Source: an optimization exercise on an open RTL-to-GDS flow (aim: small area, a short achievable clock period and few clock cycles). Production flows keep margins and buffers that such runs may drop.
At most, simulation tests tie the RTL to the original design; equivalence was not proved.
For runs 1, 2, 6 and 7, only the layout was checked, not whether the RTL still works.
No activity file was given, so power comes from the tool's default toggle rates.

[design/flow/design.v]
module rle (
    clk,
    nreset,
    start,
    message_addr,
    message_size,
    rle_addr,
    rle_size,
    done,
    port_A_data_in,
    port_A_data_out,
    port_A_addr,
    port_A_we
    );
input   clk;
input   nreset;
input   start;
input   [31:0] message_addr;
input   [31:0] message_size;
input   [31:0] rle_addr;
input   [31:0] port_A_data_out;
output reg [31:0] port_A_data_in;
output  [15:0] port_A_addr;
output reg port_A_we;
output  [31:0] rle_size;
output  done;
reg        busy;        
reg        rnew;        
reg        dpend;       
reg        dlast;       
reg        flush;       
reg [13:0] rleft;       
reg [1:0]  lastidx;     
reg [13:0] raddr;
reg [13:0] waddr;
reg [7:0]  v;           
reg [7:0]  c;           
reg        have;        
reg [7:0]  rem_b;       
reg [7:0]  rem_l;       
reg        rem_v;
reg        rem_2;       
reg        rem_b1;      
reg        rem_last;    
reg [15:0] pend;        
reg        pend_v;
reg [13:0] rsw;         
reg        odd;         
assign done = ~busy;
assign rle_size = {16'd0, rsw, odd, 1'b0};
wire [13:0] aword = port_A_we ? waddr : raddr;
assign port_A_addr = {aword, 2'b00};
wire [13:0] anext = aword + 14'd1;      
wire [31:0] d = port_A_data_out;
wire        dact = dpend & ~rem_v;           
wire        act = rem_v | dpend | flush;
wire [1:0]  dlst = dlast ? lastidx : 2'd3;
wire eq0 = (d[7:0]   == v);
wire eq1 = (d[15:8]  == d[7:0]);
wire eq2 = (d[23:16] == d[15:8]);
wire eq3 = (d[31:24] == d[23:16]);
wire c255 = (c == 8'd255);
wire c254 = (c == 8'd254);
wire c253 = (c == 8'd253);
wire c252 = (c == 8'd252);
wire [3:0] dbnd;
assign dbnd[0] = have & (~eq0 | c255);
assign dbnd[1] = (dlst != 2'd0) & (~eq1 | (c254 & eq0));
assign dbnd[2] = dlst[1] & (~eq2 | (c253 & eq0 & eq1));
assign dbnd[3] = (dlst == 2'd3) & (~eq3 | (c252 & eq0 & eq1 & eq2));
wire [3:0] b = dbnd;
wire d_nb0 = ~|b;
wire d_ge2 = (b[0] & b[1]) | (b[0] & b[2]) | (b[0] & b[3]) |
             (b[1] & b[2]) | (b[1] & b[3]) | (b[2] & b[3]);
wire d_nb3 = (b[0] & b[1] & b[2]) | (b[0] & b[1] & b[3]) |
             (b[0] & b[2] & b[3]) | (b[1] & b[2] & b[3]);
wire d_three = b[0] & b[1] & b[2];           
wire [3:0] f1;
assign f1[0] = b[0];
assign f1[1] = b[1] & ~b[0];
assign f1[2] = b[2] & ~b[1] & ~b[0];
assign f1[3] = b[3] & ~b[2] & ~b[1] & ~b[0];
wire [7:0] c1 = c + 8'd1;
wire [7:0] c2 = c + 8'd2;
wire [7:0] c3 = c + 8'd3;
wire [7:0] veff = have ? v : d[7:0];         
wire [7:0] d_len1 = ({8{f1[0]}} & c) | ({8{f1[1]}} & c1) |
                    ({8{f1[2]}} & c2) | ({8{f1[3]}} & c3);
wire [7:0] d_val2 = ({8{f1[0]}} & d[7:0]) | ({8{f1[1]}} & d[15:8]) |
                    ({8{f1[2]}} & d[23:16]);
reg  [1:0] d_len2;      
always @(*) begin
    case (b[2:0])
    3'b101:  d_len2 = 2'd2;
    3'b001:  d_len2 = b[3] ? 2'd3 : 2'd1;
    3'b010:  d_len2 = b[3] ? 2'd2 : 2'd1;
    default: d_len2 = 2'd1;
    endcase
end
reg [7:0] vlast;
always @(*) begin
    case (dlst)
    2'd0: vlast = d[7:0];
    2'd1: vlast = d[15:8];
    2'd2: vlast = d[23:16];
    default: vlast = d[31:24];
    endcase
end
wire [7:0] d_v = d_nb3 ? (d_three ? d[15:8] : d[23:16]) : vlast;
reg [2:0] d_cs;
always @(*) begin
    if (d_nb3)
        d_cs = d_three ? 3'd1 : (b[2] ? 3'd1 : 3'd2);
    else if (b[3])
        d_cs = 3'd1;
    else if (b[2])
        d_cs = {1'b0, dlst} - 3'd1;
    else if (b[1])
        d_cs = {1'b0, dlst};
    else
        d_cs = {1'b0, dlst} + 3'd1;
end
wire [7:0] clast = c + {6'd0, dlst} + 8'd1;
wire [7:0] d_c = d_nb0 ? clast : {5'd0, d_cs};
wire r_two = rem_v & rem_2 & rem_b1;
wire [15:0] p1 = dact ? {veff, d_len1} : {v, c};
wire [15:0] p2 = dact ? {d_val2, 6'd0, d_len2} : {rem_b, 8'd1};
wire nb0 = dact ? d_nb0 : ~(rem_v | flush);
wire ge2 = dact ? d_ge2 : r_two;
wire nb1 = ~nb0 & ~ge2;
wire nb3 = dact & d_nb3;
wire [7:0] v_n = dact ? d_v : rem_l;
wire [7:0] c_n = dact ? d_c : {6'd0, rem_2 & ~rem_b1, ~(rem_2 & ~rem_b1)};
wire        out = flush | ge2 | (~nb0 & pend_v);
wire [31:0] ow = pend_v ? {p1, pend} : {flush ? 16'd0 : p2, p1};
always @(posedge clk or negedge nreset) begin
    if (!nreset) begin
        busy <= 1'b0;
        rnew <= 1'b0;
        dpend <= 1'b0;
        rem_v <= 1'b0;
        flush <= 1'b0;
        port_A_we <= 1'b0;
    end else if (!busy) begin
        port_A_we <= 1'b0;
        rem_v <= 1'b0;
        dpend <= 1'b0;
        flush <= 1'b0;
        busy <= start;
        rnew <= start;
    end else begin
        port_A_we <= out;
        rnew <= ~out & (rnew ? (rleft != 14'd1) : (rleft != 14'd0));
        dpend <= rnew | (dpend & rem_v);
        rem_v <= dact & nb3;
        flush <= (dact & dlast & ~nb3) | (rem_v & rem_last);
        if (flush)
            busy <= 1'b0;
    end
end
always @(posedge clk) begin
    rem_b <= d[23:16];
    rem_l <= vlast;
    rem_2 <= d_three & (dlst == 2'd3);
    rem_b1 <= dbnd[3];
    rem_last <= dlast;
    port_A_data_in <= ow;
end
always @(posedge clk) begin
    if (!busy) begin
        raddr <= message_addr[15:2];
        waddr <= rle_addr[15:2];
        rleft <= message_size[15:2] + {13'd0, message_size[1:0] != 2'd0};
        lastidx <= message_size[1:0] - 2'd1;
        c <= 8'd0;
        have <= 1'b0;
        pend_v <= 1'b0;
        if (start) begin
            rsw <= 14'd0;
            odd <= 1'b0;
        end
    end else begin
        if (rnew) begin
            raddr <= anext;
            rleft <= rleft - 14'd1;
            dlast <= (rleft == 14'd1);
        end
        if (port_A_we)
            waddr <= anext;
        if (act) begin
            have <= 1'b1;
            v <= v_n;
            c <= c_n;
        end
        if (act & ~nb0)
            pend <= pend_v ? p2 : p1;
        pend_v <= pend_v ^ (act & nb1);
        rsw <= rsw + {13'd0, port_A_we} + {13'd0, flush & pend_v};
        if (flush)
            odd <= ~pend_v;
    end
end
endmodule
[design/flow/flow/run.sh]
#!/bin/bash
# Standard layout, with plain buf_1 cells as the port buffers and a clock
# tree of smaller buffers without dummy loads.
export BUFFER_PORTS_ARGS="-buffer_cell sky130_fd_sc_hd__buf_1"
export CTS_ARGS="-sink_clustering_enable -repair_clock_nets -buf_list {sky130_fd_sc_hd__clkbuf_4 sky130_fd_sc_hd__clkbuf_8} -dont_use_dummy_load"
bash standard.sh > standard.log 2>&1
[design/flow/standard.sh]
#!/bin/bash
# synth_recipe.tcl (not shown) runs the flow's synth.tcl, then flattens the netlist and writes it again
# the make line also repeats each setting of config.mk as NAME=value (left out here)
make -C /OpenROAD-flow-scripts/flow DESIGN_CONFIG=/design/flow/config.mk WORK_HOME=/design/flow/orfs CLKGATE_MAP_FILE= SYNTH_SCRIPT=/design/flow/synth_recipe.tcl "${@:-finish}"
[design/flow/config.mk]
export PLATFORM = sky130hd
export DESIGN_NAME = rle
export DESIGN_NICKNAME = rle
export VERILOG_FILES = /design/flow/design.v
export SDC_FILE = /design/flow/constraint.sdc
export NUM_CORES = 4
export LEC_CHECK = 0
export CAP_MARGIN = 20
export CORE_MARGIN = 2
export CORE_UTILIZATION = 40
export SETUP_SLACK_MARGIN = 1.3
export SLEW_MARGIN = 20
[design/flow/constraint.sdc]
create_clock -name core_clock -period 4.5 [get_ports {clk}]
set_input_delay 0.9000 -clock core_clock [delete_from_list [all_inputs] [get_ports {clk}]]
set_output_delay 0.9000 -clock core_clock [all_outputs]
set_load 0.01 [all_outputs]
==> flow_summary.toml, run 1 <==
[run_status]
status = "timing/DRC/antenna clean"

[drt]
wire_per_inst_um = 16.0
vias = 7165
viasPerCell = 5.37
drt_iter0_markers = 542
final_antenna_net_count = 0
dr.pass1.iters = 5
drc_errors = 0
wl_mm = 21.3

[final_layout]
final_common_cell = "buf_1"
final_nets = 1214
finalCoreUtilization_pct = 46.3
num_antenna_cells = 0
syn_to_final_growth_pct = 12.8
drive_gt1_share_pct = 8.02
fillCellCount = 2105
final_cell_mix = "buf_1 (140), edfxtp_1 (84), nor2_1 (77)"
stdcell_count = 1335

[power]
switching_power_mw = 2.69
peakVddDrop_uv = 360
pwr_density_cell_mw_per_mm2 = 660
power_frac_comb_pct = 46.7
pwr-share-clk_pct = 12.3
p_int_mw = 3.75
switching_share_pct = 41.7
cellLeakagePower_nw = 3.57
pwr-share-seq_pct = 41.0
total_power_mw = 6.44

[cts]
cts_buffers = 17
clkTransAtPathRegs_ns = 0.07
clockRootBuffer = "clkbuf_8"
clock_sinks = 151
h-tree-depth = 4
cts_buffer_depth = 2
clock_latency_ns = 0.47
cts_tree = "built"
cts.hold.buffers_added = 0

[synthesis]
synth_ff_type = "edfxtp_1"
ys_seq_elements = 151
syn-instance-count = 934
syn_avg_cell_area_sq_um = 9.26
synth_edf_count = 84
synthesis.area_sq_mm = 0.00865
ys_seq_area_share_pct = 45.0
synth_cell_types = 69
synth_async_sr_flop_share_pct = 3.97
synth_warnings = 1

[worst_setup_path]
regToRegSetupSlack_ns = 1.45
regToRegStartpoint = "dlast"
cp_slowest_cell = "o32a_1"
r2r-end = "v[1]"
crit_chain = "buf_1 > xnor2_1 > nand4_1 > or2_2 > o32a_1 > nor3_4 > buf_4 > mux2i_1 > o311ai_0"
cp.arrival_ns = 3.38
worstSetupPathType = "in2reg"
cpPeakStageDelay_ns = 0.52
rr_worst_depth = 10
cp.required_ns = 4.70
cp-start-kind = "primary input"
cp_max_fo = 9
end_kind = "register"

[sta]
hold_viol_final = 0
hold_slack_ns = 0.336
fin_tns_setup_ns = 0
skew_ns = 0.0450
rsz0062_at_grt = "yes"
relSlewSlack_pct = 44.9
slew_violations = 0
worst_pin_slew_ns = 0.824
fin_crit_sh_pct = 70.6
finalCriticalPeriod_ns = 3.18
max_freq_mhz = 315
setup_violations = 0

[place]
placed_cells = 1309
dpl.hpwl_mm = 15.2
gp_congestion = 0.871
port_buffers = 141

[floorplanning]
die_area_sq_mm = 0.0228
die_x_um = 151
start_util_pct = 41.0
num_rows = 53
ios = 213
core_sq_mm = 0.0211
die_h_um = 151

[grt]
grt_pass1_vias = 6607
grt-ovfl-total = 0
grt_max_degree = 60
grt_usage_pct = 18.9
antenna_found_initial = 0
grt_first_pass_wirelength_mm = 34.0

[job]
maxCapViolCount = 0

[worst_hold_path]
hold_path.class = "in2async"
==> area by class of cell <==
cell class | instances | area [sq um] | area share [%]
Timing Repair Buffer | 163 | 721 | 7.39
Tap cell | 275 | 344 | 3.53
Multi-Input combinational cell | 667 | 4320 | 44.3
Sequential cell | 151 | 3900 | 39.9
Inverter | 62 | 236 | 2.42
Clock buffer | 17 | 234 | 2.40
==> cell families (layout without fill, tap and decap cells) <==
kind of cell / count (synthesis) / count (layout) / synth area share [%]
and+or+nand+nor: 298 / 298 / 16.5
AOI/OAI and AO/OA: 213 / 213 / 16.0
DFF: 151 / 151 / 45.0
buffers and inverters: 134 / 242 / 6.77
xor gates and xnor gates: 78 / 78 / 7.90
muxes: 37 / 37 / 4.49
adders and majority gates: 22 / 22 / 3.33
other: 1 / 19 / 0.0434
==> power by group through the flow <==
stage          Combinational, mW  Sequential, mW  Clock (mW)
2_1_floorplan               2.06            2.64           0
3_3_place_gp                2.86            2.65           0
3_5_place_dp                2.90            2.67           0
4_1_cts                     2.97            2.64       0.820
5_1_grt                     3.39            2.72       0.863
6_report                    3.01            2.64       0.795
==> synthesized netlist by cell type, types with 20 or more instances <==
master	count	share of area, %
nand3_1	41	2.4
xnor2_1	54	5.5
nor2_1	78	3.4
edfxtp_1	84	29
nand2_1	76	3.3
inv_1	60	2.6
mux2i_1	23	2.7
xor2_1	24	2.4
dfxtp_1	61	14
a21oi_1	50	2.9
buf_4	20	1.7
o21ai_0	63	3.6
clkbuf_1	41	1.8
==> how the worst max path moves through the flow <==
stage | from | end | slack [ns]
after floorplan | port_A_data_out[2] | pend[0] | 1.31
after global placement | port_A_data_out[9] | v[2] | 0.68
after detailed placement | port_A_data_out[12] | v[1] | 0.66
after CTS | port_A_data_out[12] | pend[1] | 1.32
after global routing | port_A_data_out[3] | v[1] | 1.22
final | port_A_data_out[9] | v[1] | 1.32
==> flip-flops by register name, indices dropped and copies added, names as in the netlist, 2 cells and up <==
name and count:
waddr 14, raddr 14, pend 16, lastidx 2
v 8, rem_b 8, c 8, rleft 14
rem_l 8, rsw 14, port_A_data_in 32
==> through the flow <==
stage | area [sq um] | setup WS (ns)
after floorplan | 8720 | 1.31
after global placement | 9340 | 0.682
after detailed placement | 9340 | 0.664
after CTS | 9680 | 1.32
after global routing | 9760 | 1.22
final | 9760 | 1.32
==> critical path: cells and delay by family <==
kind,cells,cell delay [ns]
AND/OR/NAND/NOR,3,0.79
buffers and inverters,2,0.52
XOR/XNOR,1,0.16
AO/OA/AOI/OAI,2,0.90
multiplexers,1,0.10
==> per-layer routing <==
layer	vias up	part of all wire [%]	GRT usage (%)	wire length [um]
met3	20	6.1	3.34	1300
met2	251	47	30.6	9960
met5	-	0	0	0
met4	0	1.4	5.84	295
met1	3346	46	25.8	9770
li1	3548	-	-	-
==> repair_timing <==
item                       CTS  global route
setup endpoints to repair   60            49
pin swaps                    2             2
gates resized for setup      8            15
setup buffers                6             3
==> run 2: changes to the inputs <==
--- a/design/flow/config.mk
+++ b/design/flow/config.mk
@@ -8,5 +8,5 @@
 export CAP_MARGIN = 20
 export CORE_MARGIN = 2
 export CORE_UTILIZATION = 40
-export SETUP_SLACK_MARGIN = 1.3
+export SETUP_SLACK_MARGIN = 1.7
 export SLEW_MARGIN = 20
==> run 2 against run 1 <==
  * Non-clock buffer count is 25 higher
  * Power is 4.5% higher
  * Sequential power barely moved
  * Clock skew down 0.016 ns
  * Wire length grew 2.7%
  * Critical path depth increased by 2
  * Clock power decreased by 0.8%
  * Cell area up 7.3%
  * Core utilization is 3.4 points higher
  * Flip-flop and latch count is the same
  * First-iteration DRC count decreased by 2.6%
  * Critical path type unchanged
  * Largest power group unchanged
==> flow_summary.toml, run 2 <==
[sta]
hold_slack_ns = 0.340
max_freq_mhz = 334
fin_crit_sh_pct = 66.4
rsz0062_at_grt = "yes"
relSlewSlack_pct = 42.6
setup_violations = 0
finalCriticalPeriod_ns = 2.99
fin_tns_setup_ns = 0
setup_ws_ns = 1.51
hold_viol_final = 0
worst_pin_slew_ns = 0.858
skew_ns = 0.0285
slew_violations = 0

[drt]
wire_per_inst_um = 16.1
dr.pass1.iters = 5
vias = 7298
final_antenna_net_count = 0
viasPerCell = 5.36
wl_mm = 21.9
drt_iter0_markers = 528
drc_errors = 0

[worst_setup_path]
cp-start-kind = "primary input"
cpPeakStageDelay_ns = 0.36
end_kind = "register"
cp.required_ns = 4.66
cp_slowest_cell = "or2_4"
worstSetupPathType = "in2reg"
crit_chain = "buf_6 > xnor2_2 > nand4_1 > or2_4 > o32ai_4 > buf_6 > buf_4 > nor3_2 > a21o_1 > nor2_4 > clkbuf_16"
cpMostUsedCell = "buf_6"
cp.arrival_ns = 3.15
cp_max_fo = 8

[cts]
cts_tree = "built"
h-tree-depth = 4
cts_buffer_depth = 2
clock_sinks = 151
cts.hold.buffers_added = 0
clock_latency_ns = 0.46
cts_buffers = 17
clkTransAtPathRegs_ns = 0.07
clockRootBuffer = "clkbuf_8"

[power]
pwr-share-clk_pct = 11.7
total_power_mw = 6.73
peakVddDrop_uv = 298
cellLeakagePower_nw = 4.00
pwr-share-seq_pct = 39.5
switching_power_mw = 2.79
switching_share_pct = 41.5
pwr_density_cell_mw_per_mm2 = 643
p_int_mw = 3.94
power_frac_comb_pct = 48.8

[synthesis]
yosys-top-cells-area = "edfxtp_1 (29%), dfxtp_1 (14%), xnor2_1 (5.5%), o21ai_0 (3.6%), nor2_1 (3.4%)"
syn-instance-count = 934
synth_async_sr_flop_share_pct = 3.97
synthesis.area_sq_mm = 0.00865
ys_seq_elements = 151
synth_cell_types = 69
yosys-top-cells-count = "edfxtp_1 (84), nor2_1 (78), nand2_1 (76)"
ys_seq_area_share_pct = 45.0
syn_avg_cell_area_sq_um = 9.26
synth_warnings = 1
synth.most_common_cell = "edfxtp_1"
synth_top_area_share_pct = 29.2
synth_edf_count = 84
synth_largest_area_cell = "edfxtp_1"
synth_ff_type = "edfxtp_1"

[final_layout]
finalCoreUtilization_pct = 49.7
drive_gt1_share_pct = 17.5
fillCellCount = 2020
num_antenna_cells = 0
final_cell_area_sq_mm = 0.0105
final_cell_mix = "buf_1 (117), edfxtp_1 (84), nand2_1 (74), nor2_1 (74), o21ai_0 (60)"
stdcell_count = 1361
largest_register_ffs = 32
largest_register = "port_A_data_in"
final_common_cell = "buf_1"
syn_to_final_growth_pct = 21.1
top_regs = "port_A_data_in x32, pend x16"
final_nets = 1240

[grt]
grt_usage_pct = 19.3
grt_first_pass_wirelength_mm = 35.0
grt_pass1_vias = 6878
grt_max_degree = 60
grt-ovfl-total = 0
antenna_found_initial = 0

[place]
gp_congestion = 0.860
place_ws_ns = 0.663
port_buffers = 141
placed_cells = 1307
dpl_cell_area_sq_mm = 0.00944
dpl.hpwl_mm = 14.9

[floorplanning]
num_rows = 53
start_util_pct = 41.0
core_sq_mm = 0.0211
ios = 213
die_area_sq_mm = 0.0228
die_x_um = 151
die_h_um = 151

[job]
maxCapViolCount = 0

[run_status]
status = "timing/DRC/antenna clean"

[worst_hold_path]
hold_path.class = "in2async"
-- run 2: cells by family after synthesis --
logic type / Yosys count / synth area share [%]
AO/OA/AOI/OAI: 213 / 16.0
XOR/XNOR: 78 / 7.90
adder cells (fa/ha/maj): 22 / 3.33
buffers and inverters: 134 / 6.77
flip-flops: 151 / 45.0
multiplexers: 37 / 4.49
other: 1 / 0.0434
AND/OR/NAND/NOR: 298 / 16.5
-- run 2: path summary, 6_finish.rpt --
kind	from	end	slack, ns	cells after the start
worst max-delay path	port_A_data_out[0]	pend[2]	1.51	11
worst min-delay path	nreset	port_A_we	0.34	1
worst max register to register	v[2]	pend[2]	1.61	10
worst min register to register	pend[5]	port_A_data_in[5]	0.45	2
max in group asynchronous	nreset	port_A_we	3.87	1
min in group core_clock	pend[5]	port_A_data_in[5]	0.45	2
-- run 2: routing by layer --
layer  routed length (um)  vias to the layer above  share of wire [%]  global-route usage [%]
met3                 1230                       34                5.6                    3.98
li1                     -                     3618                  -                       -
met5                    0                        -                  0                       0
met4                  361                        0                1.6                    5.14
met2                10300                      247                 47                    31.9
met1                 9990                     3399                 46                    25.8
-- run 2: power groups by stage --
stage	Sequential [mW]	Combinational (mW)	Clock [mW]
floorplan	2.65	2.12	0
global placement	2.66	2.89	0
detailed placement	2.68	2.92	0
CTS	2.65	3.12	0.821
global route	2.74	3.67	0.872
finish	2.66	3.28	0.789
-- run 2: final cells by class --
cell class	count	area [sq um]	area share, %
clock buffers	17	234	2.23
inverters	62	234	2.23
multi-input cells	668	4720	45.1
flip-flops and latches	151	3900	37.3
well taps	275	344	3.29
repair buffers	188	1040	9.90
-- run 2: what timing repair did --
| action | in CTS | in global routing |
|---|---|---|
| pin swaps | 19 | 10 |
| setup endpoints to repair | 93 | 63 |
| gates resized for setup | 87 | 36 |
| gates cloned | 1 | 2 |
| endpoints found under the hold margin | 0 | 0 |
| setup buffers | 20 | 14 |
-- run 2: worst max-delay path, delay by kind of cell --
kind | cells | cell delay, ns
XOR/XNOR | 1 | 0.15
buffers and inverters | 4 | 0.59
AO/OA/AOI/OAI | 2 | 0.56
AND/OR/NAND/NOR | 4 | 0.92
==> run 3: changes to the inputs <==
--- a/design/flow/design.v
+++ b/design/flow/design.v
@@ -28,7 +28,7 @@
 reg        rnew;        
 reg        dpend;       
 reg        dlast;       
-reg        flush;       
+reg        fl;          
 reg [13:0] rleft;       
 reg [1:0]  lastidx;     
 reg [13:0] raddr;
@@ -41,7 +41,6 @@
 reg        rem_v;
 reg        rem_2;       
 reg        rem_b1;      
-reg        rem_last;    
 reg [15:0] pend;        
 reg        pend_v;
 reg [13:0] rsw;         
@@ -53,7 +52,8 @@
 wire [13:0] anext = aword + 14'd1;      
 wire [31:0] d = port_A_data_out;
 wire        dact = dpend & ~rem_v;           
-wire        act = rem_v | dpend | flush;
+wire        flush = fl & ~rem_v;             
+wire        act = rem_v | dpend | fl;
 wire [1:0]  dlst = dlast ? lastidx : 2'd3;
 wire eq0 = (d[7:0]   == v);
 wire eq1 = (d[15:8]  == d[7:0]);
@@ -139,13 +139,13 @@
         rnew <= 1'b0;
         dpend <= 1'b0;
         rem_v <= 1'b0;
-        flush <= 1'b0;
+        fl <= 1'b0;
         port_A_we <= 1'b0;
     end else if (!busy) begin
         port_A_we <= 1'b0;
         rem_v <= 1'b0;
         dpend <= 1'b0;
-        flush <= 1'b0;
+        fl <= 1'b0;
         busy <= start;
         rnew <= start;
     end else begin
@@ -153,7 +153,7 @@
         rnew <= ~out & (rnew ? (rleft != 14'd1) : (rleft != 14'd0));
         dpend <= rnew | (dpend & rem_v);
         rem_v <= dact & nb3;
-        flush <= (dact & dlast & ~nb3) | (rem_v & rem_last);
+        fl <= fl | (dact & dlast);
         if (flush)
             busy <= 1'b0;
     end
@@ -163,7 +163,6 @@
     rem_l <= vlast;
     rem_2 <= d_three & (dlst == 2'd3);
     rem_b1 <= dbnd[3];
-    rem_last <= dlast;
     port_A_data_in <= ow;
 end
 always @(posedge clk) begin
--- a/design/flow/config.mk
+++ b/design/flow/config.mk
@@ -7,6 +7,6 @@
 export LEC_CHECK = 0
 export CAP_MARGIN = 20
 export CORE_MARGIN = 2
-export CORE_UTILIZATION = 40
-export SETUP_SLACK_MARGIN = 1.7
+export CORE_UTILIZATION = 60
+export SETUP_SLACK_MARGIN = 1.4
 export SLEW_MARGIN = 20
==> run 3 against run 2 <==
  * Power down 1.9%
  * Worst setup slack worse by 0.095 ns
  * Core utilization up 19 points
  * Register-to-register slack worse by 0.11 ns
==> flow_summary.toml, run 3 <==
[run_status]
status = "timing/DRC/antenna clean"

[cts]
cts_buffers = 17
clock_sinks = 150
cts.hold.buffers_added = 0
h-tree-depth = 4
clock_latency_ns = 0.44
cts_tree = "built"
clockRootBuffer = "clkbuf_8"
clkTransAtPathRegs_ns = 0.07
cts_buffer_depth = 2

[final_layout]
final_common_cell = "buf_1"
drive_gt1_share_pct = 9.01
top_regs = "port_A_data_in x32, pend x16"
final_nets = 1220
fillCellCount = 1178
final_cell_mix = "buf_1 (134), edfxtp_1 (84), nand2_1 (76)"
largest_register_ffs = 32
largest_register = "port_A_data_in"
finalCoreUtilization_pct = 68.9
num_antenna_cells = 0
syn_to_final_growth_pct = 11.4
register_area_sq_mm = 0.00388
multi_input_area_sq_mm = 0.00429

[power]
pwr_density_cell_mw_per_mm2 = 688
cellLeakagePower_nw = 3.70
peakVddDrop_uv = 366

[synthesis]
synth_top_area_share_pct = 29.3
synth_edf_count = 84
ys_seq_area_share_pct = 45.0
synth_cell_types = 62
synth_async_sr_flop_share_pct = 4.00
syn_avg_cell_area_sq_um = 9.18
syn-instance-count = 938
synth_largest_area_cell = "edfxtp_1"
synth.most_common_cell = "edfxtp_1"
yosys-top-cells-area = "edfxtp_1 (29%), dfxtp_1 (14%), xnor2_1 (4.7%), a21oi_1 (4.4%), o21ai_0 (4.0%)"
synthesis.area_sq_mm = 0.00861
yosys-top-cells-count = "edfxtp_1 (84), nand2_1 (76), nor2_1 (76)"
synth_ff_type = "edfxtp_1"
synth_warnings = 1
ys_seq_elements = 150

[sta]
relSlewSlack_pct = 45.3
skew_ns = 0.0164
finalCriticalPeriod_ns = 3.09
hold_viol_final = 0
max_freq_mhz = 324
setup_violations = 0
fin_tns_setup_ns = 0
rsz0062_at_grt = "yes"
worst_pin_slew_ns = 0.814
slew_violations = 0
fin_crit_sh_pct = 68.6

[grt]
antenna_found_initial = 0
grt_util_met3_pct = 4.53
busiest_layer = "met2"
grt_pass1_vias = 6665
grt-ovfl-total = 0
grt_first_pass_wirelength_mm = 31.8
met1_usage_pct = 35.1
grt_usage_pct = 26.5
grt_max_degree = 66
gr-usage-met2_pct = 43.2

[drt]
wire_per_inst_um = 15.8
wl_mm = 19.6
drc_errors = 0
final_antenna_net_count = 0
vias = 7165
drt_iter0_markers = 531
viasPerCell = 5.75
dr.pass1.iters = 5

[floorplanning]
num_rows = 43
ios = 213
core_sq_mm = 0.0139
start_util_pct = 61.8
die_x_um = 124
die_area_sq_mm = 0.0153
die_h_um = 124

[worst_setup_path]
r2r-end = "v[2]"
regToRegSetupSlack_ns = 1.50
regToRegStartpoint = "c[5]"
cp.arrival_ns = 3.27
end_kind = "register"
cp-start-kind = "primary input"
cp_slowest_cell = "or4_4"
cpPeakStageDelay_ns = 0.58
cp.required_ns = 4.69
cp_top_family = "simple AND/OR/NAND/NOR gates"
cp_max_fo = 9
worstSetupPathType = "in2reg"
path_buf_inv = 2
crit_chain = "buf_2 > xnor2_2 > nand4_1 > or4_4 > a21o_2 > maj3_2 > o21ai_4 > buf_12 > mux2i_1 > o21ai_1"
rr_worst_depth = 9

[worst_hold_path]
hold_path.class = "in2async"

[place]
dpl.hpwl_mm = 14.2
gp_congestion = 0.974
port_buffers = 141

[job]
maxCapViolCount = 0
==> run 3: cell count changes in the layout (fill, tap and decap cells not counted), sizes merged, moves of 7 or more <==
| cell | delta |
|---|---|
| xor2 | +8 |
| a21oi | +25 |
| o21ai | +13 |
| o311ai | -8 |
| buf | -25 |
| inv | +7 |
| xnor2 | -8 |
==> run 3: metal layers <==
metal,part of all wire [%],vias up
li1,-,3534
met1,45,3359
met2,47,236
met3,5.7,36
met4,2.5,0
met5,0,-
==> run 3: final cells by class <==
cell class	instances	share of cell area, %
inverter	68	2.66
clock buffer	17	2.44
tap	180	2.35
multi-input combinational	669	44.7
timing repair buffer	162	7.46
sequential	150	40.4
==> run 3: through the flow <==
| step | worst slack (ns) | hold slack (ns) | instances | total power [mW] | instance area [sq um] |
|---|---|---|---|---|---|
| detailed placement | 0.706 | 0.431 | 1224 | 5.81 | 9230 |
| global route | 1.36 | 0.324 | 1246 | 7.15 | 9600 |
| CTS | 1.41 | 0.302 | 1243 | 6.59 | 9520 |
| finish | 1.41 | 0.322 | 1246 | 6.60 | 9600 |
| floorplan | 1.38 | 0.422 | 956 | 4.91 | 8710 |
| global placement | 0.709 | 0.430 | 1224 | 5.73 | 9230 |
==> run 3: how the worst max path moves through the flow <==
stage          cells after the start  slack, ns                start        end
3_5_place_dp                      10       0.71  port_A_data_out[14]  port_A_we
3_3_place_gp                      10       0.71  port_A_data_out[14]  port_A_we
5_1_grt                           10       1.36   port_A_data_out[7]       v[5]
4_1_cts                           10       1.41   port_A_data_out[0]       v[7]
6_report                          10       1.41   port_A_data_out[1]       v[2]
2_1_floorplan                      8       1.38   port_A_data_out[1]       v[0]
==> run 3: power by group <==
part           internal, mW  total (mW)  leakage, nW  switching (mW)
Combinational          1.17        3.15         2.16            1.99
Clock                 0.333       0.755        0.122           0.422
Sequential             2.35        2.70         1.42           0.348
Total                  3.85        6.60         3.70            2.76
==> run 3: timing repair <==
item / in CTS / in global routing
setup buffers: 2 / 3
gates resized for setup: 11 / 17
setup endpoints to repair: 49 / 50
endpoints found under the hold margin: 0 / 0
gates cloned: 0 / 0
pin swaps: 1 / 5
==> run 3: worst reg2reg max path: stages, from the launching register on <==
cell and delay [ns]:
dfxtp_1 0.44, and4_4 0.33, nand3_2 0.14, or4_4 0.59, a21o_2 0.30, maj3_2 0.35, o21ai_4 0.18, buf_12 0.15
mux2i_1 0.20, o21ai_1 0.07
==> run 3: cells by family (layout without fill, tap and decap cells) <==
kind of cell	count (synthesis)	in the layout	synth area share [%]
AND/OR/NAND/NOR	286	286	16.0
AO/OA/AOI/OAI	222	222	15.4
flip-flops	150	150	45.0
buffers and inverters	137	247	7.06
XOR/XNOR	78	78	7.93
multiplexers	42	42	5.17
adder cells (fa/ha/maj)	22	22	3.36
other	1	19	0.0435
Testbench counts of run 3, summed over its fixed seeds: cycles 6,590.
==> run 4: changes to the inputs <==
--- a/design/flow/config.mk
+++ b/design/flow/config.mk
@@ -7,6 +7,6 @@
 export LEC_CHECK = 0
 export CAP_MARGIN = 20
 export CORE_MARGIN = 2
-export CORE_UTILIZATION = 60
+export CORE_UTILIZATION = 40
 export SETUP_SLACK_MARGIN = 1.4
 export SLEW_MARGIN = 20
==> run 4 against run 3 <==
  * Clock-buffer cell count unchanged
  * Largest cell class unchanged
  * Worst setup slack improved by 0.0073 ns
  * Combinational power increased by 3%
  * First-iteration DRC count decreased by 21%
  * Largest power group unchanged
  * Die area increased by 48%
  * Highest routed layer unchanged
  * Critical path depth unchanged
  * Still clean on timing, DRC and antenna
  * Clock power increased by 3.0%
  * Worst hold slack improved by 0.022 ns
==> flow_summary.toml, run 4 <==
[run_status]
status = "timing/DRC/antenna clean"

[place]
placed_cells = 1320
dpl.hpwl_mm = 15.3
port_buffers = 141
dpl_cell_area_sq_mm = 0.00936
gp_congestion = 0.920

[power]
pwr_density_cell_mw_per_mm2 = 682
peakVddDrop_uv = 324
total_power_mw = 6.71
cellLeakagePower_nw = 3.77

[sta]
slew_violations = 0
skew_ns = 0.0357
max_freq_mhz = 325
setup_violations = 0
worst_pin_slew_ns = 1.00
hold_viol_final = 0
rsz0062_at_grt = "yes"
finalCriticalPeriod_ns = 3.08
fin_crit_sh_pct = 68.4
fin_tns_setup_ns = 0
relSlewSlack_pct = 32.9

[cts]
h-tree-depth = 4
cts_tree = "built"
clkTransAtPathRegs_ns = 0.07
clock_sinks = 150
clockRootBuffer = "clkbuf_8"
cts_buffers = 17
clock_latency_ns = 0.46
cts_buffer_depth = 2

[synthesis]
yosys-top-cells-count = "edfxtp_1 (84), nand2_1 (76), nor2_1 (76)"
synth.most_common_cell = "edfxtp_1"
syn-instance-count = 938
synth_ff_type = "edfxtp_1"
synth_edf_count = 84
synth_largest_area_cell = "edfxtp_1"
synth_cell_types = 62
syn_avg_cell_area_sq_um = 9.18
yosys-top-cells-area = "edfxtp_1 (29%), dfxtp_1 (14%), xnor2_1 (4.7%), a21oi_1 (4.4%), o21ai_0 (4.0%)"
synthesis.area_sq_mm = 0.00861
synth_top_area_share_pct = 29.3
ys_seq_elements = 150
synth_warnings = 1
ys_seq_area_share_pct = 45.0
synth_async_sr_flop_share_pct = 4.00

[final_layout]
largest_register = "port_A_data_in"
drive_gt1_share_pct = 10.1
num_antenna_cells = 0
syn_to_final_growth_pct = 14.3
final_nets = 1224
multi_input_area_sq_mm = 0.00434
largest_register_ffs = 32
fillCellCount = 2083
final_common_cell = "buf_1"
register_area_sq_mm = 0.00388
top_regs = "port_A_data_in x32, pend x16"
final_cell_area_sq_mm = 0.00985
final_cell_mix = "buf_1 (132), edfxtp_1 (84), nand2_1 (76)"
stdcell_count = 1345

[worst_setup_path]
cp.arrival_ns = 3.24
end_kind = "register"
cp-start-kind = "primary input"
cp_max_fo = 6
worstSetupPathType = "in2reg"
cp.required_ns = 4.67

[grt]
grt_pass1_vias = 6594
busiest_layer = "met2"
grt_util_met3_pct = 3.33
grt-ovfl-total = 0
grt_usage_pct = 18.8
gr-usage-met2_pct = 29.8
met1_usage_pct = 25.8
grt_first_pass_wirelength_mm = 33.7
antenna_found_initial = 0
grt_max_degree = 66

[floorplanning]
die_h_um = 151
start_util_pct = 40.9
num_rows = 53
ios = 213
die_x_um = 151
die_area_sq_mm = 0.0227
core_sq_mm = 0.0211

[worst_hold_path]
hold_path.class = "in2async"

[drt]
drc_errors = 0
vias = 7079
final_antenna_net_count = 0
dr.pass1.iters = 5
wl_mm = 21.2
drt_iter0_markers = 417
wire_per_inst_um = 15.8
viasPerCell = 5.26

[job]
maxCapViolCount = 0
-- run 4: cell counts after synthesis --
Identical to the previous run, type by type.
-- run 4: worst paths after layout --
path,from,to,slack (ns),cells past startpoint
setup / recovery,port_A_data_out[7],v[4],1.42,10
hold / removal,nreset,rem_v,0.34,1
setup reg to reg,v[2],v[4],1.49,9
hold reg to reg,pend[7],port_A_data_in[7],0.46,2
max in group asynchronous,nreset,port_A_we,3.87,1
min in group core_clock,pend[7],port_A_data_in[7],0.46,2
-- run 4: repair_timing --
action | in CTS | in global routing
hold buffers | 0 | 0
resized for setup | 16 | 36
endpoints found under the setup margin | 50 | 58
pin swaps | 2 | 11
cloned | 0 | 1
buffers inserted | 2 | 5
-- run 4: power by group --
group | total, mW | leakage, nW | switching, mW | internal (mW)
Combinational | 3.23 | 2.22 | 2.03 | 1.20
Clock | 0.778 | 0.122 | 0.444 | 0.333
Sequential | 2.71 | 1.42 | 0.359 | 2.35
Total | 6.71 | 3.77 | 2.83 | 3.88
-- run 4: per-layer routing --
| layer | part of all wire, % | vias up |
|---|---|---|
| met5 | 0 | - |
| met1 | 47 | 3290 |
| met2 | 46 | 211 |
| met4 | 2.2 | 0 |
| met3 | 5.2 | 34 |
| li1 | - | 3544 |
-- run 4: final cells by class --
type                    count  area share (%)
repair buffers            166            8.08
flip-flops and latches    150            39.4
well taps                 275            3.49
clock buffers              17            2.38
inverters                  68            2.59
multi-input cells         669            44.0
-- run 4: metrics by stage --
step / hold slack (ns) / setup slack (ns) / util [%]
3_3_place_gp: 0.431 / 0.734 / 44.4
4_1_cts: 0.339 / 1.40 / 45.7
2_1_floorplan: 0.422 / 1.38 / -
3_5_place_dp: 0.447 / 0.692 / 44.4
6_report: 0.343 / 1.42 / 46.7
5_1_grt: 0.353 / 1.37 / 46.7
-- run 4: worst max-delay path, cell delays in order --
cell and delay, ns:
buf_6 0.11, xnor2_2 0.16, nand4_1 0.19, or4_4 0.63, a21o_4 0.26, maj3_2 0.35
o21ai_4 0.20, clkbuf_16 0.18, mux2i_1 0.19, o21ai_1 0.07
-- run 4: cells by family after synthesis --
group           after synthesis  share of synthesized area [%]
buf+inv                     137                           7.06
other cells                   1                         0.0435
mux                          42                           5.17
xor+xnor                     78                           7.93
compound gates              222                           15.4
flops                       150                           45.0
fa+ha+maj                    22                           3.36
simple gates                286                           16.0
==> run 5: changes to the inputs <==
==> design/flow/flow/run.sh (replaced) <==
#!/bin/bash
# Standard layout, with plain buf_1 cells as the port buffers and a clock
# tree of smaller buffers, larger sink clusters and no dummy loads.
export BUFFER_PORTS_ARGS="-buffer_cell sky130_fd_sc_hd__buf_1"
export CTS_ARGS="-sink_clustering_enable -repair_clock_nets -sink_clustering_size 40 -sink_clustering_max_diameter 100 -buf_list {sky130_fd_sc_hd__clkbuf_4 sky130_fd_sc_hd__clkbuf_8} -dont_use_dummy_load"
bash standard.sh > standard.log 2>&1
--- a/design/flow/config.mk
+++ b/design/flow/config.mk
@@ -7,6 +7,6 @@
 export LEC_CHECK = 0
 export CAP_MARGIN = 20
 export CORE_MARGIN = 2
-export CORE_UTILIZATION = 40
+export CORE_UTILIZATION = 60
 export SETUP_SLACK_MARGIN = 1.4
 export SLEW_MARGIN = 20
==> run 5 against run 4 <==
  * Critical path depth is the same
  * Non-clock buffer count decreased by 4
  * Worst hold slack got worse by 0.022 ns
  * Fmax decreased by 0.24%
  * Power decreased by 1.7%
  * Via count increased by 1.2%
  * Core utilization up 22 points
  * Register-to-register slack about the same
  * Combinational power is 2% lower
  * First-iteration DRC count increased by 27%
==> flow_summary.toml, run 5 <==
[run_status]
status = "timing/DRC/antenna clean"

[drt]
drt_iter0_markers = 531
dr.pass1.iters = 5
vias = 7165
final_antenna_net_count = 0
wire_per_inst_um = 15.8
wl_mm = 19.6
viasPerCell = 5.75
drc_errors = 0

[grt]
grt_max_degree = 66
grt_first_pass_wirelength_mm = 31.8
antenna_found_initial = 0
grt_usage_pct = 26.5
grt_pass1_vias = 6665
grt-ovfl-total = 0

[cts]
clock_latency_ns = 0.44
cts_buffers = 17
cts_buffer_depth = 2
clockRootBuffer = "clkbuf_8"
clock_sinks = 150
cts.hold.buffers_added = 0
cts_tree = "built"
clkTransAtPathRegs_ns = 0.07
h-tree-depth = 4

[synthesis]
synthesis.area_sq_mm = 0.00861
synth.most_common_cell = "edfxtp_1"
synth_top_area_share_pct = 29.3
synth_warnings = 1
synth_largest_area_cell = "edfxtp_1"
ys_seq_elements = 150
yosys-top-cells-area = "edfxtp_1 (29%), dfxtp_1 (14%), xnor2_1 (4.7%), a21oi_1 (4.4%), o21ai_0 (4.0%)"
syn-instance-count = 938
yosys-top-cells-count = "edfxtp_1 (84), nand2_1 (76), nor2_1 (76)"
ys_seq_area_share_pct = 45.0
synth_cell_types = 62
syn_avg_cell_area_sq_um = 9.18
synth_ff_type = "edfxtp_1"
synth_edf_count = 84
synth_async_sr_flop_share_pct = 4.00

[sta]
worst_pin_slew_ns = 0.814
max_freq_mhz = 324
slew_violations = 0
setup_ws_ns = 1.41
fin_crit_sh_pct = 68.6
finalCriticalPeriod_ns = 3.09
fin_tns_setup_ns = 0
relSlewSlack_pct = 45.3
rsz0062_at_grt = "yes"
setup_violations = 0
hold_viol_final = 0
skew_ns = 0.0164

[worst_setup_path]
cp-startpoint = "port_A_data_out[1]"
crit_cells = 10
regToRegStartpoint = "c[5]"
cp.arrival_ns = 3.27
cp_slowest_cell = "or4_4"
cp-start-kind = "primary input"
end_kind = "register"
path_buf_inv = 2
cpPeakStageDelay_ns = 0.58
rr_worst_depth = 9
cp.required_ns = 4.69
worstSetupPathType = "in2reg"
crit_chain = "buf_2 > xnor2_2 > nand4_1 > or4_4 > a21o_2 > maj3_2 > o21ai_4 > buf_12 > mux2i_1 > o21ai_1"
cp_top_family = "simple AND/OR/NAND/NOR gates"
cp_max_fo = 9

[floorplanning]
die_h_um = 124
num_rows = 43
core_sq_mm = 0.0139
start_util_pct = 61.8
ios = 213
die_x_um = 124
die_area_sq_mm = 0.0153

[final_layout]
num_antenna_cells = 0
final_nets = 1220
drive_gt1_share_pct = 9.01
final_cell_mix = "buf_1 (134), edfxtp_1 (84), nand2_1 (76)"
syn_to_final_growth_pct = 11.4
final_common_cell = "buf_1"
largest_register = "port_A_data_in"
top_regs = "port_A_data_in x32, pend x16"
largest_register_ffs = 32
fillCellCount = 1178

[power]
peakVddDrop_uv = 366
pwr_density_cell_mw_per_mm2 = 688
cellLeakagePower_nw = 3.70

[worst_hold_path]
hold_path.class = "in2async"

[place]
place_ws_ns = 0.706
port_buffers = 141
dpl.hpwl_mm = 14.2
gp_congestion = 0.974

[job]
maxCapViolCount = 0
==> run 5: cell count changes in the layout (fill, tap and decap cells not counted), moves of 2 or more <==
cell	change
clkbuf_2	+2
buf_6	-4
buf_1	+2
buf_4	-3
==> run 5: cells by family after synthesis <==
logic type | share of synthesized area (%)
other cells | 0.0435
buf+inv | 7.06
mux | 5.17
compound gates | 15.4
fa+ha+maj | 3.36
flops | 45.0
simple gates | 16.0
xor+xnor | 7.93
==> run 5: final cells by class <==
| class | count | area, sq um | area share [%] |
|---|---|---|---|
| clock buffers | 17 | 234 | 2.44 |
| inverters | 68 | 255 | 2.66 |
| multi-input cells | 669 | 4290 | 44.7 |
| flip-flops and latches | 150 | 3880 | 40.4 |
| well taps | 180 | 225 | 2.35 |
| repair buffers | 162 | 716 | 7.46 |
==> run 5: what timing repair did <==
item	CTS	global route
pin swaps	1	5
setup endpoints to repair	49	50
hold endpoints to repair	0	0
setup buffers	2	3
resized for setup	11	17
==> run 5: per-layer routing <==
layer,share of wire (%),GRT usage (%)
met5,0,0
met4,2.5,11.1
met3,5.7,4.53
met2,47,43.2
met1,45,35.1
==> run 5: final timing paths <==
path                                           to  slack, ns
worst min register to register  port_A_data_in[5]       0.44
worst max-delay path                         v[2]       1.41
worst min-delay path                         busy       0.32
min in group core_clock         port_A_data_in[5]       0.44
worst max register to register               v[2]       1.50
max in group asynchronous               port_A_we       3.91
==> run 5: power breakdown <==
part	switching, mW	internal (mW)	total (mW)
Clock	0.422	0.333	0.755
Combinational	1.99	1.17	3.15
Sequential	0.348	2.35	2.70
==> run 5: metrics by stage <==
| step | power [mW] | hold slack (ns) | util [%] | std cells | cell area, sq um |
|---|---|---|---|---|---|
| 6_report | 6.60 | 0.322 | 68.9 | 1246 | 9600 |
| 5_1_grt | 7.15 | 0.324 | 68.9 | 1246 | 9600 |
| 4_1_cts | 6.59 | 0.302 | 68.3 | 1243 | 9520 |
| 3_5_place_dp | 5.81 | 0.431 | 66.2 | 1224 | 9230 |
| 3_3_place_gp | 5.73 | 0.430 | 66.2 | 1224 | 9230 |
| 2_1_floorplan | 4.91 | 0.422 | - | 956 | 8710 |
==> run 6: changes to the inputs <==
--- a/design/flow/design.v
+++ b/design/flow/design.v
@@ -37,7 +37,8 @@
 reg [7:0]  c;           
 reg        have;        
 reg [7:0]  rem_b;       
-reg [7:0]  rem_l;       
+reg [7:0]  rem_rv;      
+reg        rem_rc2;     
 reg        rem_v;
 reg        rem_2;       
 reg        rem_b1;      
@@ -106,12 +107,9 @@
     default: vlast = d[31:24];
     endcase
 end
-wire [7:0] d_v = d_nb3 ? (d_three ? d[15:8] : d[23:16]) : vlast;
 reg [2:0] d_cs;
 always @(*) begin
-    if (d_nb3)
-        d_cs = d_three ? 3'd1 : (b[2] ? 3'd1 : 3'd2);
-    else if (b[3])
+    if (b[3])
         d_cs = 3'd1;
     else if (b[2])
         d_cs = {1'b0, dlst} - 3'd1;
@@ -123,13 +121,13 @@
 wire [7:0] clast = c + {6'd0, dlst} + 8'd1;
 wire [7:0] d_c = d_nb0 ? clast : {5'd0, d_cs};
 wire r_two = rem_v & rem_2 & rem_b1;
-wire [15:0] p1 = dact ? {veff, d_len1} : {v, c};
+wire [15:0] p1 = dact ? {veff, d_len1} :
+                 rem_v ? {rem_rv, 6'd0, rem_rc2, ~rem_rc2} : {v, c};
 wire [15:0] p2 = dact ? {d_val2, 6'd0, d_len2} : {rem_b, 8'd1};
 wire nb0 = dact ? d_nb0 : ~(rem_v | flush);
 wire ge2 = dact ? d_ge2 : r_two;
 wire nb1 = ~nb0 & ~ge2;
 wire nb3 = dact & d_nb3;
-wire [7:0] v_n = dact ? d_v : rem_l;
 wire [7:0] c_n = dact ? d_c : {6'd0, rem_2 & ~rem_b1, ~(rem_2 & ~rem_b1)};
 wire        out = flush | ge2 | (~nb0 & pend_v);
 wire [31:0] ow = pend_v ? {p1, pend} : {flush ? 16'd0 : p2, p1};
@@ -160,7 +158,8 @@
 end
 always @(posedge clk) begin
     rem_b <= d[23:16];
-    rem_l <= vlast;
+    rem_rv <= d_three ? d[15:8] : d[23:16];
+    rem_rc2 <= ~(d_three | b[2]);
     rem_2 <= d_three & (dlst == 2'd3);
     rem_b1 <= dbnd[3];
     port_A_data_in <= ow;
@@ -188,7 +187,8 @@
             waddr <= anext;
         if (act) begin
             have <= 1'b1;
-            v <= v_n;
+            if (dact)
+                v <= vlast;
             c <= c_n;
         end
         if (act & ~nb0)
==> design/flow/flow/run.sh (replaced) <==
#!/bin/bash
# Standard layout, with plain buf_1 cells as the port buffers and a clock
# tree of smaller buffers without dummy loads.
export BUFFER_PORTS_ARGS="-buffer_cell sky130_fd_sc_hd__buf_1"
export CTS_ARGS="-sink_clustering_enable -repair_clock_nets -buf_list {sky130_fd_sc_hd__clkbuf_4 sky130_fd_sc_hd__clkbuf_8} -dont_use_dummy_load"
bash standard.sh > standard.log 2>&1
==> run 6 against run 5 <==
  * Still clean
  * Sequential power fell by 3%
  * Final cell count fell by 2.0%
  * Register-to-register slack barely moved
  * Via count fell by 0.73%
  * Die area rose by 1.1%
  * Clock skew rose by 0.0060 ns
  * Non-clock buffer count fell by 7
  * Fmax rose by 0.91%
  * Critical endpoint is now pend[2]
==> flow_summary.toml, run 6 <==
[drt]
met1_length_mm = 9.03
viasPerCell = 5.83
drc_errors = 0
vias = 7113
drt_iter0_markers = 512
dr_wl_met2_mm = 9.55
top_layer = "met4"
met3_length_mm = 1.44
wire_per_inst_um = 16.7
dr.pass1.iters = 8
wl_mm = 20.4
final_antenna_net_count = 0

[power]
cellLeakagePower_nw = 3.69
power_frac_comb_pct = 47.6
pwr-share-seq_pct = 40.5
p_int_mw = 3.78
switching_power_mw = 2.71
pwr-share-clk_pct = 11.9
pwr_density_cell_mw_per_mm2 = 677
peakVddDrop_uv = 409
switching_share_pct = 41.8

[sta]
relSlewSlack_pct = 43.2
skew_ns = 0.0224
setup_violations = 0
fin_tns_setup_ns = 0
fin_crit_sh_pct = 67.9
finalCriticalPeriod_ns = 3.06
slew_violations = 0
rsz0062_at_grt = "yes"
worst_pin_slew_ns = 0.848
hold_slack_ns = 0.299
max_freq_mhz = 327
hold_viol_final = 0

[floorplanning]
die_area_sq_mm = 0.0155
start_util_pct = 60.6
num_rows = 44
core_sq_mm = 0.0144
die_x_um = 124
ios = 213
die_h_um = 124

[job]
maxCapViolCount = 0

[synthesis]
ys_seq_area_share_pct = 44.7
synth_top_area_share_pct = 29.0
synth_warnings = 1
synth_cell_types = 78
synth_ff_type = "edfxtp_1"
synth.most_common_cell = "nor2_1"
syn-instance-count = 917
ys_seq_elements = 151
yosys-top-cells-area = "edfxtp_1 (29%), dfxtp_1 (14%), xnor2_1 (4.7%), nor2_1 (3.7%), xor2_1 (3.6%)"
yosys-top-cells-count = "nor2_1 (86), edfxtp_1 (84), nand2_1 (67)"
synth_edf_count = 84
synth_largest_area_cell = "edfxtp_1"
synthesis.area_sq_mm = 0.00871
synth_async_sr_flop_share_pct = 3.97
syn_avg_cell_area_sq_um = 9.50

[final_layout]
multi_input_area_sq_mm = 0.00439
largest_register = "port_A_data_in"
fillCellCount = 1248
largest_register_ffs = 32
drive_gt1_share_pct = 8.68
final_nets = 1191
syn_to_final_growth_pct = 10.2
final_common_cell = "buf_1"
num_antenna_cells = 0
top_regs = "port_A_data_in x32, pend x16"
register_area_sq_mm = 0.00389
final_cell_mix = "buf_1 (141), nor2_1 (84), edfxtp_1 (84)"

[place]
dpl.hpwl_mm = 14.0
port_buffers = 141
gp_congestion = 0.853

[cts]
clockRootBuffer = "clkbuf_8"
clock_latency_ns = 0.47
clock_sinks = 151
cts_buffers = 17
h-tree-depth = 4
cts_buffer_depth = 2
cts_tree = "built"
clkTransAtPathRegs_ns = 0.08

[worst_setup_path]
end_kind = "register"
path_buf_inv = 3
worstSetupPathType = "in2reg"
cp_top_family = "simple AND/OR/NAND/NOR gates"
cp_max_fo = 13
cp.arrival_ns = 3.25
cpPeakStageDelay_ns = 0.42
crit_chain = "buf_1 > xor2_1 > nor4_4 > and2_4 > a31o_4 > clkinv_4 > nand3_2 > buf_4 > a211oi_1 > a2111oi_4 > nor2_1"
cp-start-kind = "primary input"
cp.required_ns = 4.69
cp_slowest_cell = "nor4_4"

[worst_hold_path]
hold_path.class = "in2async"

[grt]
grt_max_degree = 66
antenna_found_initial = 0
grt_pass1_vias = 6518
grt_usage_pct = 25.9
grt-ovfl-total = 0
grt_first_pass_wirelength_mm = 32.4

[run_status]
status = "timing/DRC/antenna clean"
==> run 6: changes by cell type after synthesis, sizes merged, moves of 8 or more <==
cell     delta
o21ai      -15
nand2       -8
mux2i      -10
and2        -9
inv        -19
a21o       +26
o2bb2ai     +8
nor2       +11
a21oi      -16
and3       +10
==> run 6: cell families (layout without fill, tap and decap cells) <==
group           after synthesis  after routing  synth area share (%)
simple gates                289            289                  16.4
mux                          34             34                  4.27
other cells                   1             19                0.0430
flops                       151            151                  44.7
fa+ha+maj                    22             22                  3.32
xor+xnor                     83             83                  8.35
compound gates              215            216                  16.4
buf+inv                     122            223                  6.55
==> run 6: per-layer routing <==
metal / vias to the layer above / track usage, %
li1: 3463 / -
met1: 3336 / 34.7
met2: 285 / 41.8
met3: 29 / 5.76
met4: 0 / 8.86
met5: - / 0
==> run 6: cell type report <==
type	count	area share, %
timing repair inverter	1	0.0521
multi-input combinational	663	45.7
inverter	50	2.05
sequential	151	40.6
tap	184	2.40
clock buffer	17	2.44
timing repair buffer	155	6.74
==> run 6: worst paths after layout <==
kind,startpoint,end,slack [ns],cells past startpoint
min in group core_clock,pend[14],port_A_data_in[14],0.45,1
worst max-delay path,port_A_data_out[4],pend[2],1.44,11
worst min register to register,pend[14],port_A_data_in[14],0.45,1
max in group asynchronous,nreset,busy,3.94,1
worst min-delay path,nreset,rnew,0.30,1
worst max register to register,c[3],pend[2],1.51,10
==> run 6: power by group through the flow <==
stage          clock [mW]  sequential (mW)  combinational (mW)
5_1_grt             0.838             2.70                3.42
6_report            0.775             2.63                3.09
3_5_place_dp            0             2.66                3.02
2_1_floorplan           0             2.63                2.18
4_1_cts             0.788             2.63                3.04
3_3_place_gp            0             2.64                2.99
==> run 6: per-stage QoR <==
stage               instance area [sq um]  utilization [%]  setup WS [ns]  total power [mW]  cells
global route                         9600             66.8           1.32              6.96   1221
global placement                     9260             64.5          0.579              5.63   1201
detailed placement                   9260             64.5          0.607              5.67   1201
finish                               9600             66.8           1.44              6.50   1221
floorplan                            8780                -           1.47              4.81    935
CTS                                  9510             66.2           1.40              6.46   1218
==> run 6: what timing repair did <==
action	in CTS	in global routing
endpoints found under the hold margin	0	0
endpoints found under the setup margin	16	36
setup buffers	0	1
gates resized for setup	2	9
pin swaps	0	2
hold buffers	0	0
cloned	0	2
==> run 7: changes to the inputs <==
--- a/design/flow/design.v
+++ b/design/flow/design.v
@@ -26,8 +26,12 @@
 output  done;
 reg        busy;        
 reg        rnew;        
-reg        dpend;       
+reg        dv;          
 reg        dlast;       
+reg [31:0] q;           
+reg [3:0]  qe;          
+reg        q_v;         
+reg        qlast;       
 reg        fl;          
 reg [13:0] rleft;       
 reg [1:0]  lastidx;     
@@ -51,15 +55,25 @@
 wire [13:0] aword = port_A_we ? waddr : raddr;
 assign port_A_addr = {aword, 2'b00};
 wire [13:0] anext = aword + 14'd1;      
-wire [31:0] d = port_A_data_out;
-wire        dact = dpend & ~rem_v;           
+wire [31:0] x = port_A_data_out;
+wire        cap = dv & ~(q_v & rem_v);
+always @(posedge clk) begin
+    if (cap) begin
+        q <= x;
+        qe <= {x[31:24] == x[23:16], x[23:16] == x[15:8],
+               x[15:8] == x[7:0], x[7:0] == q[31:24]};
+        qlast <= dlast;
+    end
+end
+wire [31:0] d = q;
+wire        dact = q_v & ~rem_v;             
 wire        flush = fl & ~rem_v;             
-wire        act = rem_v | dpend | fl;
-wire [1:0]  dlst = dlast ? lastidx : 2'd3;
-wire eq0 = (d[7:0]   == v);
-wire eq1 = (d[15:8]  == d[7:0]);
-wire eq2 = (d[23:16] == d[15:8]);
-wire eq3 = (d[31:24] == d[23:16]);
+wire        act = rem_v | q_v | fl;
+wire [1:0]  dlst = qlast ? lastidx : 2'd3;
+wire eq0 = qe[0];
+wire eq1 = qe[1];
+wire eq2 = qe[2];
+wire eq3 = qe[3];
 wire c255 = (c == 8'd255);
 wire c254 = (c == 8'd254);
 wire c253 = (c == 8'd253);
@@ -135,23 +149,26 @@
     if (!nreset) begin
         busy <= 1'b0;
         rnew <= 1'b0;
-        dpend <= 1'b0;
+        dv <= 1'b0;
+        q_v <= 1'b0;
         rem_v <= 1'b0;
         fl <= 1'b0;
         port_A_we <= 1'b0;
     end else if (!busy) begin
         port_A_we <= 1'b0;
         rem_v <= 1'b0;
-        dpend <= 1'b0;
+        dv <= 1'b0;
+        q_v <= 1'b0;
         fl <= 1'b0;
         busy <= start;
         rnew <= start;
     end else begin
         port_A_we <= out;
         rnew <= ~out & (rnew ? (rleft != 14'd1) : (rleft != 14'd0));
-        dpend <= rnew | (dpend & rem_v);
+        dv <= rnew | (dv & ~cap);
+        q_v <= cap | (q_v & rem_v);
         rem_v <= dact & nb3;
-        fl <= fl | (dact & dlast);
+        fl <= fl | (dact & qlast);
         if (flush)
             busy <= 1'b0;
     end
--- a/design/flow/config.mk
+++ b/design/flow/config.mk
@@ -8,5 +8,5 @@
 export CAP_MARGIN = 20
 export CORE_MARGIN = 2
 export CORE_UTILIZATION = 60
-export SETUP_SLACK_MARGIN = 1.4
+export SETUP_SLACK_MARGIN = 2.4
 export SLEW_MARGIN = 20
==> run 7 against run 6 <==
  * Wire length grew 36%
  * Sequential power grew about 30%
  * Global-route usage grew 3.3 points
  * Final cell count grew 15%
  * Combinational power grew 55%
  * Clock power grew 11%
  * Cell area grew 33%
  * Non-clock buffer count grew 91
  * Via count grew 19%
  * Synthesized cell count grew 5.3%
  * Worst setup slack gained 0.50 ns
  * Critical endpoint is now rnew
  * Largest cell class unchanged
==> flow_summary.toml, run 7 <==
[floorplanning]
die_area_sq_mm = 0.0176
num_rows = 47
ios = 213
start_util_pct = 60.5
die_x_um = 133
core_sq_mm = 0.0164
die_h_um = 133

[synthesis]
synth_top_family_by_area = "compound AO/OA/AOI/OAI gates"
syn-instance-count = 966
synth_compound_area_share_pct = 15.5
synth_top_area_share_pct = 36.6
ys_seq_area_share_pct = 50.6
synthMuxAreaShare_pct = 3.99
synth_warnings = 1
synthAdderAreaFrac_pct = 2.92
synth_async_sr_flop_share_pct = 3.70
yosys.area_share.simple_pct = 14.4
synthesis.area_sq_mm = 0.00993
synth_edf_count = 121
synth.most_common_cell = "edfxtp_1"
syn_avg_cell_area_sq_um = 10.3
yosys-top-cells-count = "edfxtp_1 (121), nor2_1 (89), nand2_1 (71)"
yosys-top-cells-area = "edfxtp_1 (37%), dfxtp_1 (12%), xnor2_1 (4.9%), o21ai_0 (3.4%), nor2_1 (3.4%)"
synth_largest_area_cell = "edfxtp_1"
synth_ff_type = "edfxtp_1"
ys_seq_elements = 189
synth_cell_types = 80
synth-xor-area-share_pct = 6.70

[run_status]
status = "timing/DRC/antenna clean"

[place]
gp_congestion = 0.860
dpl.hpwl_mm = 16.1
port_buffers = 141
place_ws_ns = 1.40

[grt]
grt_usage_pct = 29.2
grt_first_pass_wirelength_mm = 40.6
grt-ovfl-total = 0
grt_pass1_vias = 7957
antenna_found_initial = 0
grt_max_degree = 61

[drt]
drc_errors = 0
wire_per_inst_um = 19.8
viasPerCell = 6.06
wl_mm = 27.7
dr.pass1.iters = 7
vias = 8492
final_antenna_net_count = 0
drt_iter0_markers = 743

[worst_setup_path]
cp-start-kind = "register"
worstSetupPathType = "reg2reg"
r2r-end = "rnew"
cp_max_fo = 4
rr_worst_depth = 11
endpoint = "rnew"
regToRegStartpoint = "lastidx[1]"
cp.required_ns = 4.88
regToRegSetupSlack_ns = 1.95
cp-startpoint = "lastidx[1]"
end_kind = "register"
cp.arrival_ns = 2.93

[cts]
clock_sinks = 189
h-tree-depth = 4
cts_buffer_depth = 2
cts_tree = "built"
cts_buffers = 17
clock_latency_ns = 0.47
cts.hold.buffers_added = 0
clockRootBuffer = "clkbuf_8"
clkTransAtPathRegs_ns = 0.08

[final_layout]
final_cell_mix = "buf_1 (133), edfxtp_1 (121), nor2_1 (81)"
top_regs = "port_A_data_in x32, q x32, pend x16"
multi_input_area_sq_mm = 0.00538
drive_gt1_share_pct = 26.7
register_area_sq_mm = 0.00507
fillCellCount = 1081
final_common_cell = "buf_1"
final_nets = 1337
num_antenna_cells = 0
syn_to_final_growth_pct = 28.4

[power]
cellLeakagePower_nw = 4.78
total_power_mw = 9.08
pwr_density_cell_mw_per_mm2 = 712
peakVddDrop_uv = 451

[sta]
fin_tns_setup_ns = 0
slew_violations = 0
setup_violations = 0
rsz0062_at_grt = "yes"
max_freq_mhz = 392
setup_ws_ns = 1.95
fin_crit_sh_pct = 56.7
hold_viol_final = 0
finalCriticalPeriod_ns = 2.55
worst_pin_slew_ns = 1.03
skew_ns = 0.0328
relSlewSlack_pct = 31.2

[worst_hold_path]
hold_path.class = "in2async"

[job]
maxCapViolCount = 0
==> run 7: cell count changes in the layout (fill, tap and decap cells not counted), moves of 9 or more <==
| cell | delta |
|---|---|
| inv_1 | -9 |
| a21o_1 | -11 |
| mux2_2 | -9 |
| edfxtp_1 | +37 |
| xnor2_1 | +9 |
| nand3_1 | -14 |
| xor2_1 | -16 |
| buf_6 | +30 |
| inv_2 | +10 |
| o21ai_2 | +11 |
| buf_4 | +58 |
| a21oi_1 | -24 |
==> run 7: layout make-up <==
type	instances	share of cell area [%]
multi-input combinational	675	42.2
sequential	189	39.7
timing repair buffer	246	12.1
tap	220	2.16
clock buffer	17	1.84
inverter	53	1.84
timing repair inverter	2	0.137
==> run 7: timing repair <==
action                                  in CTS  in global routing
pin swaps                                   29                 53
endpoints found under the setup margin     164                179
resized for setup                          103                 98
setup buffers                               63                 31
cloned                                       5                  1
==> run 7: worst min path at each step <==
stage / from / endpoint / slack (ns) / cells after the start
finish: nreset / fl / 0.35 / 1
global route: nreset / fl / 0.34 / 1
CTS: nreset / fl / 0.33 / 1
detailed placement: dlast / qlast / 0.40 / 0
global placement: dlast / qlast / 0.41 / 0
floorplan: dlast / qlast / 0.40 / 0
==> run 7: cells by family after synthesis <==
family,count (synthesis)
compound gates,222
xor+xnor,76
fa+ha+maj,22
buf+inv,123
flops,189
mux,37
other cells,1
simple gates,296
==> run 7: per-layer routing <==
layer,global-route usage [%],vias up,share of wire (%)
li1,-,3904,-
met4,9.14,0,2.9
met5,0,-,0
met1,40.2,4065,41
met3,5.21,87,7.1
met2,47.3,436,49
==> run 7: metrics by stage <==
step	utilization (%)	instance area (sq um)	hold WS, ns	std cells
2_1_floorplan	-	10400	0.400	984
3_3_place_gp	66.0	10800	0.407	1285
3_5_place_dp	66.0	10800	0.405	1285
4_1_cts	73.2	12000	0.333	1370
5_1_grt	77.7	12700	0.343	1402
6_report	77.7	12700	0.353	1402
==> run 7: report_power, final <==
group	switching [mW]	internal [mW]	total [mW]
clock	0.529	0.335	0.864
sequential	0.556	2.86	3.42
combinational	2.74	2.05	4.79
==> run 7: worst max-delay path, stage by stage, from the launching register on <==
cell	delay (ns)
edfxtp_1	0.42
nor2b_4	0.25
clkinv_8	0.08
ha_4	0.17
and4_4	0.15
a31oi_4	0.22
inv_4	0.09
a311oi_2	0.29
a211oi_2	0.06
buf_4	0.18
nor4_4	0.31
a22o_1	0.24

==> afterwards: timing with drivers on the ports <==
The results above use ideal ports. As a check the final layouts listed here were re-extracted and re-timed, cells and wires unchanged.
Step 1 (the two cells are an assumption about what drives the block):
set clk [get_ports {clk}]
set_driving_cell -lib_cell sky130_fd_sc_hd__clkbuf_16 $clk
set_driving_cell -lib_cell sky130_fd_sc_hd__buf_2 [delete_from_list [all_inputs] $clk]
Step 2 also shifts input and output timing later by t, the mid clock arrival at the registers, as if the neighbouring blocks saw the same clock.
Slacks: ideal / step 1 / step 2; pairs: ideal / step 1.
run	t (ns)	setup slack, ns	worst hold slack (ns)	slew at the worst register clock pin (ns)	pins driven straight from the clock port
run 1	0.488	1.324 / 1.332 / 0.844	0.336 / 0.344 / 0.449	0.11 / 0.11	1
run 2	0.486	1.510 / 1.500 / 1.014	0.340 / 0.354 / 0.448	0.10 / 0.10	1
run 3	0.471	1.415 / 1.418 / 0.947	0.322 / 0.338 / 0.445	0.08 / 0.08	1
run 4	0.477	1.422 / 1.429 / 0.952	0.343 / 0.363 / 0.457	0.10 / 0.10	1
run 5	0.471	1.415 / 1.418 / 0.947	0.322 / 0.338 / 0.445	0.08 / 0.08	1
run 6	0.491	1.443 / 1.449 / 0.957	0.299 / 0.312 / 0.445	0.09 / 0.09	1
run 7	0.499	1.948 / 1.936 / 1.948	0.353 / 0.353 / 0.417	0.10 / 0.10	1
After both steps every run listed still meets setup and hold. For run 2, which loses most, drivers alone change the setup slack by -0.010 ns; drivers and shift together by -0.496 ns.
